Context: an optimization exercise on an open-source flow, tuned for small area and a short achievable clock period. The choices shown serve that exercise and are no tape-out recipe. At most, simulation tests tie the RTL to the original design; equivalence was not proved.

==> inputs of 06-03 <==
// adaptive_filter
module adaptive_filter(
    input wire clk,
    input wire rst_n,
    input wire [31:0] input_signal,
    input wire [31:0] desired_signal,
    output wire [31:0] filtered_signal
);
reg [15:0] d0, d1, d2, d3, d4, d5, d6;
reg [17:0] t6;       
reg [14:0] d7, t7;   
reg [14:0] e5;       
reg [14:0] cnh;      
reg [30:0] ps, pb;   
reg [30:0] fh;       
reg [3:0]  cnt;      
reg        st;       
assign filtered_signal = {fh, 1'b0};
wire ev = cnt[3] | (cnt[2:0] == 3'd7);
wire [14:0] F = {fh[13:0], 1'b0};
wire [14:0] H = ~F + ~{F[12:0], 2'b00} + 15'd2;
wire es1_0 = e5[0] & ~e5[1];
wire es2_0 = ~e5[0] & e5[1];
wire es3_0 = e5[0] & e5[1];
wire es1_1 = e5[2] & ~e5[3];
wire es2_1 = ~e5[2] & e5[3];
wire es3_1 = e5[2] & e5[3];
wire es1_2 = e5[4] & ~e5[5];
wire es2_2 = ~e5[4] & e5[5];
wire es3_2 = e5[4] & e5[5];
wire es1_3 = e5[6] & ~e5[7];
wire es2_3 = ~e5[6] & e5[7];
wire es3_3 = e5[6] & e5[7];
  ...
Settings: LEC_CHECK=0, CAP_MARGIN=20, CORE_MARGIN=2, CORE_UTILIZATION=55, SETUP_SLACK_MARGIN=3.7, SLEW_MARGIN=20; clock period 7.5 ns.
standard.sh (not shown) runs the stock make flow with config.mk's settings and CLKGATE_MAP_FILE= SYNTH_SCRIPT=/design/flow/synth_recipe.tcl, a recipe that flattens the netlist after the stock synthesis.
==> flow/flow/run.sh <==
#!/bin/bash
# Own layout flow: the standard flow (standard.sh) with three changes:
# 1. The synthesis skips the generic 'abc -fast' pass that Yosys's synth runs
#    before ORFS extracts full/half adders, so the adder trees written in the
#    RTL reach extract_fa as written; ABC still maps all remaining logic at
#    the end, as in the standard flow. Registers and their names are the
#    standard synthesis's.
# 2. Each input and output port gets a plain sky130_fd_sc_hd__buf_2 as its
#    port buffer (the standard flow picks clkdlybuf4s50_1, a slower and
#    larger delay cell). Every port is still buffered.
# 3. Clock tree synthesis runs with ORFS's usual arguments plus
#    -dont_use_dummy_load (no extra load cells hung on the clock tree).
set -euo pipefail
cd "$(dirname "$0")/.."
sed '1s/.*/proc synth {args} { if {[lsearch -exact $args fine:] >= 0} { yosys synth -nofsm -noshare -noabc {*}$args } else { yosys synth -nofsm -noshare {*}$args } }/' \
  synth_recipe.tcl > own_synth.tcl
sed -e 's#synth_recipe\.tcl#own_synth.tcl#g' \
    -e 's#^make \(.*\) "\${@:-finish}"$#make \1 "BUFFER_PORTS_ARGS=-buffer_cell sky130_fd_sc_hd__buf_2" "CTS_ARGS=-sink_clustering_enable -repair_clock_nets -dont_use_dummy_load" "${@:-finish}"#' \
  standard.sh > own_standard.sh
bash own_standard.sh finish > own_flow.log 2>&1
==> 03-14: changes against 06-03 <==
--- a/flow/design.v
+++ b/flow/design.v
@@ -13,14 +13,13 @@
 reg [30:0] ps, pb;   
 reg [30:0] fh;       
 reg [3:0]  cnt;      
 reg        st;       
 assign filtered_signal = {fh, 1'b0};
 wire ev = cnt[3] | (cnt[2:0] == 3'd7);
-wire [14:0] F = {fh[13:0], 1'b0};
-wire [14:0] H = ~F + ~{F[12:0], 2'b00} + 15'd2;
+wire [14:0] e = desired_signal[14:0] - {fh[13:0], 1'b0};
 wire es1_0 = e5[0] & ~e5[1];
 wire es2_0 = ~e5[0] & e5[1];
 wire es3_0 = e5[0] & e5[1];
 wire es1_1 = e5[2] & ~e5[3];
 wire es2_1 = ~e5[2] & e5[3];
 wire es3_1 = e5[2] & e5[3];
@@ -351,40 +350,12 @@
 wire tp_189 = ((cs2_6 & d6[15]) | (cs3_6 & t6[16])) ^ ((cnh[14] & d6[14])) ^ tp_140;
 wire tp_190 = (((cs2_6 & d6[15]) | (cs3_6 & t6[16])) & ((cnh[14] & d6[14]))) | (tp_140 & (((cs2_6 & d6[15]) | (cs3_6 & t6[16])) ^ ((cnh[14] & d6[14]))));
 wire tp_191 = ((cs3_6 & t6[17])) ^ ((cnh[14] & d6[15]));
 wire tp_192 = ((cs3_6 & t6[17])) & ((cnh[14] & d6[15]));
 wire [30:0] psa = {tp_192, tp_191, tp_189, tp_187, tp_184, tp_182, tp_181, tp_178, tp_176, tp_174, tp_172, tp_170, tp_168, tp_166, tp_164, tp_162, tp_160, tp_158, tp_156, tp_154, tp_152, tp_150, tp_148, tp_146, tp_144, tp_142, ((cs1_2 & d6[0]) | (cs3_2 & t6[0])), ((cs1_0 & d6[3]) | (cs2_0 & d6[2]) | (cs3_0 & t6[3])), ((cs1_0 & d6[2]) | (cs2_0 & d6[1]) | (cs3_0 & t6[2])), ((cs1_0 & d6[1]) | (cs2_0 & d6[0]) | (cs3_0 & t6[1])), ((cs1_0 & d6[0]) | (cs3_0 & t6[0]))};
 wire [30:0] psb = {1'b0, tp_190, tp_188, tp_186, tp_185, tp_183, tp_180, tp_179, tp_177, tp_175, tp_173, tp_171, tp_169, tp_167, tp_165, tp_163, tp_161, tp_159, tp_157, tp_155, tp_153, tp_151, tp_149, tp_147, tp_145, tp_143, tp_141, ((cs1_1 & d6[1]) | (cs2_1 & d6[0]) | (cs3_1 & t6[1])), ((cs1_1 & d6[0]) | (cs3_1 & t6[0])), 1'b0, 1'b0};
-wire te_1 = desired_signal[2] ^ desired_signal[0];
-wire te_2 = desired_signal[2] & desired_signal[0];
-wire te_3 = desired_signal[3] ^ desired_signal[1] ^ H[3];
-wire te_4 = (desired_signal[3] & desired_signal[1]) | (H[3] & (desired_signal[3] ^ desired_signal[1]));
-wire te_5 = desired_signal[4] ^ desired_signal[2] ^ H[4];
-wire te_6 = (desired_signal[4] & desired_signal[2]) | (H[4] & (desired_signal[4] ^ desired_signal[2]));
-wire te_7 = desired_signal[5] ^ desired_signal[3] ^ H[5];
-wire te_8 = (desired_signal[5] & desired_signal[3]) | (H[5] & (desired_signal[5] ^ desired_signal[3]));
-wire te_9 = desired_signal[6] ^ desired_signal[4] ^ H[6];
-wire te_10 = (desired_signal[6] & desired_signal[4]) | (H[6] & (desired_signal[6] ^ desired_signal[4]));
-wire te_11 = desired_signal[7] ^ desired_signal[5] ^ H[7];
-wire te_12 = (desired_signal[7] & desired_signal[5]) | (H[7] & (desired_signal[7] ^ desired_signal[5]));
-wire te_13 = desired_signal[8] ^ desired_signal[6] ^ H[8];
-wire te_14 = (desired_signal[8] & desired_signal[6]) | (H[8] & (desired_signal[8] ^ desired_signal[6]));
-wire te_15 = desired_signal[9] ^ desired_signal[7] ^ H[9];
-wire te_16 = (desired_signal[9] & desired_signal[7]) | (H[9] & (desired_signal[9] ^ desired_signal[7]));
-wire te_17 = desired_signal[10] ^ desired_signal[8] ^ H[10];
-wire te_18 = (desired_signal[10] & desired_signal[8]) | (H[10] & (desired_signal[10] ^ desired_signal[8]));
-wire te_19 = desired_signal[11] ^ desired_signal[9] ^ H[11];
-wire te_20 = (desired_signal[11] & desired_signal[9]) | (H[11] & (desired_signal[11] ^ desired_signal[9]));
-wire te_21 = desired_signal[12] ^ desired_signal[10] ^ H[12];
-wire te_22 = (desired_signal[12] & desired_signal[10]) | (H[12] & (desired_signal[12] ^ desired_signal[10]));
-wire te_23 = desired_signal[13] ^ desired_signal[11] ^ H[13];
-wire te_24 = (desired_signal[13] & desired_signal[11]) | (H[13] & (desired_signal[13] ^ desired_signal[11]));
-wire te_25 = desired_signal[14] ^ desired_signal[12] ^ H[14];
-wire te_26 = (desired_signal[14] & desired_signal[12]) | (H[14] & (desired_signal[14] ^ desired_signal[12]));
-wire [14:0] esa = {te_24, te_22, te_20, te_18, te_16, te_14, te_12, te_10, te_8, te_6, te_4, te_2, H[2], desired_signal[1], desired_signal[0]};
-wire [14:0] esb = {te_25, te_23, te_21, te_19, te_17, te_15, te_13, te_11, te_9, te_7, te_5, te_3, te_1, H[1], H[0]};
 always @(posedge clk) begin
     d0 <= input_signal[15:0];
     d1 <= d0; d2 <= d1; d3 <= d2; d4 <= d3; d5 <= d4; d6 <= d5;
     t6 <= {2'b00, d5} + {1'b0, d5, 1'b0};
     d7 <= d6[14:0];
     t7 <= t6[14:0];
@@ -398,12 +369,12 @@
         e5  <= 15'd0;
         cnh <= 15'd0;
         fh  <= 31'd0;
     end else begin
         if (!cnt[3]) cnt <= cnt + 4'd1;
         st  <= 1'b1;
-        e5  <= ev ? esa + esb : 15'd0;
+        e5  <= ev ? e + {e[12:0], 2'b00} : 15'd0;
         cnh <= usa + usb;
         fh  <= st ? fh + ps + pb : 31'd0;
     end
 end
 endmodule
- SETUP_SLACK_MARGIN: 3.7 -> 3.5
==> 03-06: changes against 06-03 <==
- SETUP_SLACK_MARGIN: 3.7 -> 3.3
==> 11-23: changes against 06-03 <==
- SETUP_SLACK_MARGIN: 3.7 -> 3.5
==> Flow_metrics.wiki <==
{| class="wikitable"
! Metric !! Value
|-
| Core Region || 31560 sq um
|-
| Outcome || finished clean
|-
| Multi-input gate share of total cell area || 58.94%
|-
| R2R cell count || 12
|-
| Slowest stage cell on the critical path || fa_1
|-
| Post-synthesis adder-cell area fraction || 26.94%
|}
# the run above: 06-03

==> Flow_metrics.wiki <==
{| class="wikitable"
! Metric !! Value
|-
| Outcome || finished clean
|-
| Multi-input gate share of total cell area || 58.48%
|-
| Slowest stage cell on the critical path || fa_1
|-
| CTS-repair resized insts || 21
|}
# the run above: 11-23

==> Flow_metrics.wiki <==
{| class="wikitable"
! Metric !! Value
|-
| Outcome || finished clean
|-
| R2R cell count || 12
|-
| Post-synthesis adder-cell area fraction || 25.28%
|-
| Multi-input gate share of total cell area || 57.51%
|}
# the run above: 03-14

==> Flow_metrics.wiki <==
{| class="wikitable"
! Metric !! Value
|-
| Core Region || 31560 sq um
|-
| Slowest stage cell on the critical path || fa_1
|-
| R2R cell count || 11
|-
| Outcome || finished clean
|-
| Multi-input gate share of total cell area || 58.57%
|-
| Post-synthesis adder-cell area fraction || 26.94%
|-
| Number of DRC markers in iteration 0 || 641
|}
# the run above: 03-06

No functional check of the RTL was part of any run of this note.

==> inputs of job 5090 <==
Another version of the RTL of adaptive_filter (not shown whole).
Settings: LEC_CHECK=0, CAP_MARGIN=20, CORE_MARGIN=2, CORE_UTILIZATION=55, CTS_BUF_LIST=sky130_fd_sc_hd__clkbuf_4 sky130_fd_sc_hd__clkbuf_8, SETUP_SLACK_MARGIN=3.5, SLEW_MARGIN=20; clock period 7.5 ns.
run.sh (not shown) runs the stock make flow with config.mk's settings and CLKGATE_MAP_FILE= SYNTH_SCRIPT=/design/flow/synth_recipe.tcl, a recipe that flattens the netlist after the stock synthesis.
Stock flow here: none of the scripts above is used.
==> job 6551 (differences from job 5090) <==
==> flow/flow/run.sh (new file) <==
#!/bin/bash
# Own layout flow: the standard flow (standard.sh) with three changes:
# 1. The synthesis skips the generic 'abc -fast' pass that Yosys's synth runs
#    before ORFS extracts full/half adders, so the adder trees written in the
#    RTL reach extract_fa as written; ABC still maps all remaining logic at
#    the end, as in the standard flow. Registers and their names are the
#    standard synthesis's.
# 2. Each input and output port gets a plain sky130_fd_sc_hd__buf_2 as its
#    port buffer (the standard flow picks clkdlybuf4s50_1, a slower and
#    larger delay cell). Every port is still buffered.
# 3. Clock tree synthesis runs with ORFS's usual arguments plus
#    -dont_use_dummy_load (no extra load cells hung on the clock tree).
set -euo pipefail
cd "$(dirname "$0")/.."
sed '1s/.*/proc synth {args} { if {[lsearch -exact $args fine:] >= 0} { yosys synth -nofsm -noshare -noabc {*}$args } else { yosys synth -nofsm -noshare {*}$args } }/' \
  synth_recipe.tcl > own_synth.tcl
sed -e 's#synth_recipe\.tcl#own_synth.tcl#g' \
    -e 's#^make \(.*\) "\${@:-finish}"$#make \1 "BUFFER_PORTS_ARGS=-buffer_cell sky130_fd_sc_hd__buf_2" "CTS_ARGS=-sink_clustering_enable -repair_clock_nets -dont_use_dummy_load" "${@:-finish}"#' \
  standard.sh > own_standard.sh
bash own_standard.sh finish > own_flow.log 2>&1
==> flow/standard.sh (new file) <==
#!/bin/bash
# synth_recipe.tcl (not shown) runs the flow's synth.tcl, then flattens the netlist and writes it again
# the make line also repeats each setting of config.mk as NAME=value (left out here)
make -C /OpenROAD-flow-scripts/flow DESIGN_CONFIG=/design/flow/config.mk WORK_HOME=/design/flow/orfs CLKGATE_MAP_FILE= SYNTH_SCRIPT=/design/flow/synth_recipe.tcl "${@:-finish}"
--- a/flow/config.mk
+++ b/flow/config.mk
@@ -9,4 +9,3 @@
 export CORE_MARGIN = 2
-export CORE_UTILIZATION = 55
-export CTS_BUF_LIST = sky130_fd_sc_hd__clkbuf_4 sky130_fd_sc_hd__clkbuf_8
+export CORE_UTILIZATION = 60
 export SETUP_SLACK_MARGIN = 3.5
removed: flow/run.sh
==> job 7252 (differences from job 5090) <==
--- a/flow/config.mk
+++ b/flow/config.mk
@@ -9,4 +9,3 @@
 export CORE_MARGIN = 2
-export CORE_UTILIZATION = 55
-export CTS_BUF_LIST = sky130_fd_sc_hd__clkbuf_4 sky130_fd_sc_hd__clkbuf_8
+export CORE_UTILIZATION = 40
 export SETUP_SLACK_MARGIN = 3.5
==> job 4844 (differences from job 5090) <==
==> flow/flow/run.sh (new file) <==
#!/bin/bash
# Own layout flow: the standard flow (standard.sh) with two changes:
# 1. The synthesis skips the generic 'abc -fast' pass that Yosys's synth runs
#    before ORFS extracts full/half adders, so the adder trees written in the
#    RTL reach extract_fa as written; ABC still maps all remaining logic at
#    the end, as in the standard flow. Registers and their names are the
#    standard synthesis's.
# 2. Each input and output port gets a plain sky130_fd_sc_hd__buf_2 as its
#    port buffer (the standard flow picks clkdlybuf4s50_1, a slower and
#    larger delay cell). Every port is still buffered.
set -euo pipefail
cd "$(dirname "$0")/.."
sed '1s/.*/proc synth {args} { if {[lsearch -exact $args fine:] >= 0} { yosys synth -nofsm -noshare -noabc {*}$args } else { yosys synth -nofsm -noshare {*}$args } }/' \
  synth_recipe.tcl > own_synth.tcl
sed -e 's#synth_recipe\.tcl#own_synth.tcl#g' \
    -e 's#^make \(.*\) "\${@:-finish}"$#make \1 "BUFFER_PORTS_ARGS=-buffer_cell sky130_fd_sc_hd__buf_2" "${@:-finish}"#' \
  standard.sh > own_standard.sh
bash own_standard.sh finish > own_flow.log 2>&1
==> flow/standard.sh (new file) <==
#!/bin/bash
# synth_recipe.tcl (not shown) runs the flow's synth.tcl, then flattens the netlist and writes it again
# the make line also repeats each setting of config.mk as NAME=value (left out here)
make -C /OpenROAD-flow-scripts/flow DESIGN_CONFIG=/design/flow/config.mk WORK_HOME=/design/flow/orfs CLKGATE_MAP_FILE= SYNTH_SCRIPT=/design/flow/synth_recipe.tcl "${@:-finish}"
--- a/flow/config.mk
+++ b/flow/config.mk
@@ -10,3 +10,2 @@
 export CORE_UTILIZATION = 55
-export CTS_BUF_LIST = sky130_fd_sc_hd__clkbuf_4 sky130_fd_sc_hd__clkbuf_8
 export SETUP_SLACK_MARGIN = 3.5
removed: flow/run.sh
==> results.sh <==
export IMPL_post_synth_fa_ha_maj_area_fraction=0.2578
export IMPL_skew_ns=0.01019
export IMPL_run_status="timing/DRC/antenna clean"
export IMPL_clock_tree_root_cell="clkbuf_16"
export IMPL_synth_fp_nets=1971
export IMPL_routedWlPerCell_um=20.52
export IMPL_critical_path_buf_inv_count=2
export IMPL_tapCellCount=402
export IMPL_non_clock_buffer_area_share=0.02896
export IMPL_clk_cell_area_share=0.05251
export IMPL_vias=12350
The numbers above come from job 4844.

==> results.sh <==
export IMPL_routedWlPerCell_um=18.80
export IMPL_clk_cell_area_share=0.04764
export IMPL_non_clock_buffer_area_share=0.04807
export IMPL_critical_path_buf_inv_count=3
export IMPL_post_synth_fa_ha_maj_area_fraction=0.2508
export IMPL_clock_tree_root_cell="clkbuf_8"
export IMPL_run_status="timing/DRC/antenna clean"
export IMPL_synth_fp_nets=2148
export IMPL_skew_ns=0.03918
export IMPL_dp_final_hpwl_um=32260
export IMPL_vias=13320
export IMPL_tapCellCount=442
The numbers above come from job 5090.

==> results.sh <==
export IMPL_routedWlPerCell_um=18.19
export IMPL_synth_fp_nets=2148
export IMPL_clk_cell_area_share=0.04956
export IMPL_run_status="timing/DRC/antenna clean"
export IMPL_tapCellCount=592
export IMPL_critical_path_buf_inv_count=4
export IMPL_non_clock_buffer_area_share=0.04569
export IMPL_clock_tree_root_cell="clkbuf_16"
The numbers above come from job 7252.

==> results.sh <==
export IMPL_clk_cell_area_share=0.03904
export IMPL_layoutNonFillerInstCount=2055
export IMPL_post_synth_fa_ha_maj_area_fraction=0.2578
export IMPL_crit_arrival_ns=4.44
export IMPL_critical_path_buf_inv_count=1
export IMPL_vias=12530
export IMPL_fin_worst_hold_slack_ns=0.3218
export IMPL_clock_tree_root_cell="clkbuf_16"
export IMPL_routedWlPerCell_um=20.95
export IMPL_run_status="timing/DRC/antenna clean"
export IMPL_synth_fp_nets=1971
export IMPL_non_clock_buffer_area_share=0.03091
export IMPL_slowest_delay_ns=0.58
The numbers above come from job 6551.

[re-timing with driven ports]
How much do the figures lean on ideal ports? The routed layouts below were timed once more, with nothing changed but the port constraints. Step 1, drivers: a clkbuf_16 drives clk and a buf_2 each remaining input, both assumed. Step 2 times the ports against the registers' clock, not the clock port: input delays grow and output delays shrink by t, the midpoint of the rising clock arrivals with the driver on. Slacks: ideal / step 1 / step 2; pairs: ideal / step 1.
| run | t, ns | setup slack, ns | clock arrival spread, ns | worst slew at a driven data input, ns | cell pins on the clock port's net |
|---|---|---|---|---|---|
| 06-03 | 0.596 | 3.609 / 3.609 / 3.247 | 0.051 / 0.052 | 0.03 | 1 |
| 03-14 | 0.606 | 3.228 / 3.252 / 2.646 | 0.072 / 0.072 | 0.05 | 1 |
| 03-06 | 0.614 | 3.466 / 3.466 / 3.173 | 0.064 / 0.064 | 0.03 | 1 |
| 11-23 | 0.601 | 3.577 / 3.577 / 3.098 | 0.065 / 0.065 | 0.04 | 1 |
| job 5090 | 0.611 | 3.585 / 3.585 / 3.343 | 0.039 / 0.039 | 0.04 | 1 |
| job 6551 | 0.591 | 3.488 / 3.488 / 3.488 | 0.035 / 0.035 | 0.04 | 1 |
| job 7252 | 0.633 | 3.588 / 3.588 / 3.163 | 0.016 / 0.016 | 0.04 | 1 |
| job 4844 | 0.620 | 3.566 / 3.566 / 3.566 | 0.012 / 0.012 | 0.03 | 1 |
After both steps setup and hold are still met in every run listed. The setup slack of 03-14, which loses most, moves by +0.024 ns with the drivers and by -0.582 ns with both steps.
